What follows belongs to an exercise in optimizing a design on an open flow for small area and a short achievable clock period; a production flow would make more cautious choices. In this exercise RTL edits were held to simulation tests only and were not proved equivalent to the original. Power figures rest on the tool's default switching activity, not on a simulated workload.

==> v20: inputs <==
// matrix_multiplier
module matrix_multiplier #(
  parameter int DATA_WIDTH = 8,
  parameter int A_ROWS = 2,
  parameter int B_COLUMNS = 2,
  parameter int A_COLUMNS_B_ROWS = 2,
  parameter int C_DATA_WIDTH = (2 * DATA_WIDTH) + $clog2(A_COLUMNS_B_ROWS)
) (
  input                           clk_i,
  input                           reset_i,
  input                           valid_i,
  output logic                    valid_o,
  input        [A_ROWS * A_COLUMNS_B_ROWS * DATA_WIDTH-1:0]   a_i,
  input        [A_COLUMNS_B_ROWS * B_COLUMNS * DATA_WIDTH-1:0] b_i,
  output logic [A_ROWS * B_COLUMNS * C_DATA_WIDTH-1:0]         c_o
);
  logic [31:0] a_q, b_q;
  wire pp0_1, pp0_2, pp0_3, pp0_4, pp0_5, pp0_6, pp0_7, pp0_8, pp0_9, pp0_10, pp0_11, pp0_12, pp0_13, pp0_14, pp0_15, pp0_16;
  wire pp0_17, pp0_18, pp0_19, pp0_20, pp0_21, pp0_22, pp0_23, pp0_24, pp0_25, pp0_26, pp0_27, pp0_28, pp0_29, pp0_30, pp0_31, pp0_32;
  wire pp0_33, pp0_34, pp0_35, pp0_36, pp0_37, pp0_38, pp0_39, pp0_40, pp0_41, pp0_42, pp0_43, pp0_44, pp0_45, pp0_46, pp0_47, pp0_48;
  wire pp0_49, pp0_50, pp0_51, pp0_52, pp0_53, pp0_54, pp0_55, pp0_56, pp0_57, pp0_58, pp0_59, pp0_60, pp0_61, pp0_62, pp0_63, pp0_64;
  wire pp0_65, pp0_66, pp0_67, pp0_68, pp0_69, pp0_70, pp0_71, pp0_72, pp0_73, pp0_74, pp0_75, pp0_76, pp0_77, pp0_78, pp0_79, pp0_80;
  wire pp0_81, pp0_82, pp0_83, pp0_84, pp0_85, pp0_86, pp0_87, pp0_88, pp0_89, pp0_90, pp0_91, pp0_92, pp0_93, pp0_94, pp0_95, pp0_96;
  wire pp0_97, pp0_98, pp0_99, pp0_100, pp0_101, pp0_102, pp0_103, pp0_104, pp0_105, pp0_106, pp0_107, pp0_108, pp0_109, pp0_110, pp0_111, pp0_112;
  wire pp0_113, pp0_114, pp0_115, pp0_116, pp0_117, pp0_118, pp0_119, pp0_120, pp0_121, pp0_122, pp0_123, pp0_124, pp0_125, pp0_126, pp0_127, pp0_128;
  wire s0_129, c0_130, s0_131, c0_132, s0_133, c0_134, s0_135, c0_136, s0_137, c0_138, s0_139, c0_140, s0_141, c0_142, s0_143, c0_144;
  ...
Settings: LEC_CHECK=0, ABC_CLOCK_PERIOD_IN_PS=2400, CAP_MARGIN=20, CORE_MARGIN=2, CORE_UTILIZATION=40, SETUP_SLACK_MARGIN=4.4, SLEW_MARGIN=20, SYNTH_HIERARCHICAL=1; clock period 6.8 ns.
standard.sh (not shown) runs the stock make flow with config.mk's settings and CLKGATE_MAP_FILE= SYNTH_SCRIPT=/design/flow/synth_recipe.tcl, a recipe that flattens the netlist after the stock synthesis.
==> flow/flow/run.sh <==
#!/bin/bash
# Own flow: the standard layout (standard.sh), with the ports buffered by
# plain buf_1 cells instead of the delay-buffer cell buffer_ports picks itself
# (every input and output port still gets its own buffer), and a clock tree
# built without dummy loads and with clkbuf_4 leaf buffers.
set -euo pipefail
export BUFFER_PORTS_ARGS="-buffer_cell sky130_fd_sc_hd__buf_1"
export CTS_ARGS="-sink_clustering_enable -repair_clock_nets -dont_use_dummy_load -sink_clustering_buffer sky130_fd_sc_hd__clkbuf_4"
bash standard.sh > standard.log 2>&1
==> v13 (differences from v20) <==
==> flow/flow/run.sh (replaced) <==
#!/bin/bash
# Own flow: the standard layout (standard.sh), with the ports buffered by
# plain buf_1 cells instead of the delay-buffer cell buffer_ports picks itself
# (every input and output port still gets its own buffer), and a clock tree
# built without dummy loads, with clusters of up to 14 registers, each driven by a clkbuf_8.
set -euo pipefail
export BUFFER_PORTS_ARGS="-buffer_cell sky130_fd_sc_hd__buf_1"
export CTS_ARGS="-sink_clustering_enable -repair_clock_nets -dont_use_dummy_load -sink_clustering_buffer sky130_fd_sc_hd__clkbuf_8 -sink_clustering_size 14 -sink_clustering_max_diameter 80"
bash standard.sh > standard.log 2>&1
Settings changed: CORE_UTILIZATION 40 to 60, PLACE_DENSITY set to 0.75.
==> notes.md <==
- v20 finished clean. v13 went through all stages and came out clean.
- Global-route usage: v13 is higher than v20 (6.9 points).
- Hold slack: v13 is higher than v20 (0.022 ns).
- Between v20 and v13, the lower worst setup slack is in v20 (gap 0.014 ns).
- Between v13 and v20, the lower via count is in v13 (gap 1.7%, measured against v20).
- Clock skew: v13 is lower than v20 (0.024 ns).
==> figures <==
| quantity | v20 | v13 |
|---|---|---|
| Post-DR wirelength/cell | 17.7 µm | 19.0 µm |
| Outcome | timing/DRC/antenna clean | timing/DRC/antenna clean |
| Vias in the first global route | 14,200 | 13,600 |
| Power density over the cells | 387 nW/µm² | 378 nW/µm² |
| Internal | 0.00611 W | 0.00561 W |
| Clock input transition at the sequential cells of the worst setup and hold paths | 0.06 ns | 0.09 ns |
| Floorplan die area | 54,900 µm² | 36,900 µm² |
| Worst slack at placement | 3.98 ns | 4.03 ns |
| Register cell area after layout | 8930 µm² | 8890 µm² |
| Worst slack on hold paths | 0.309 ns | 0.331 ns |
| Core Rows | 84 | 68 |

## what the ideal ports hide
The results above use ideal ports. As a check the final layouts listed here were re-extracted and re-timed, cells and wires unchanged. Step 1, drivers: a clkbuf_16 drives clk_i and a buf_2 each remaining input, both assumed. Step 2 adds t to the input delays and takes it off the output delays; t is the mean of the earliest and latest rising clock arrival at the registers after step 1. Input paths then give back, and output paths get back, about the clock's delay inside the block. Three values: ideal ports, drivers, drivers and shift; two values: the first two.
| run | t, ns | setup slack, ns | worst setup path at the end |
|---|---|---|---|
| v20 | 0.598 | 4.433 / 4.387 / 4.433 | register to register |
| v13 | 0.551 | 4.447 / 4.394 / 4.449 | register to register |
After both steps every run listed still meets setup and hold.
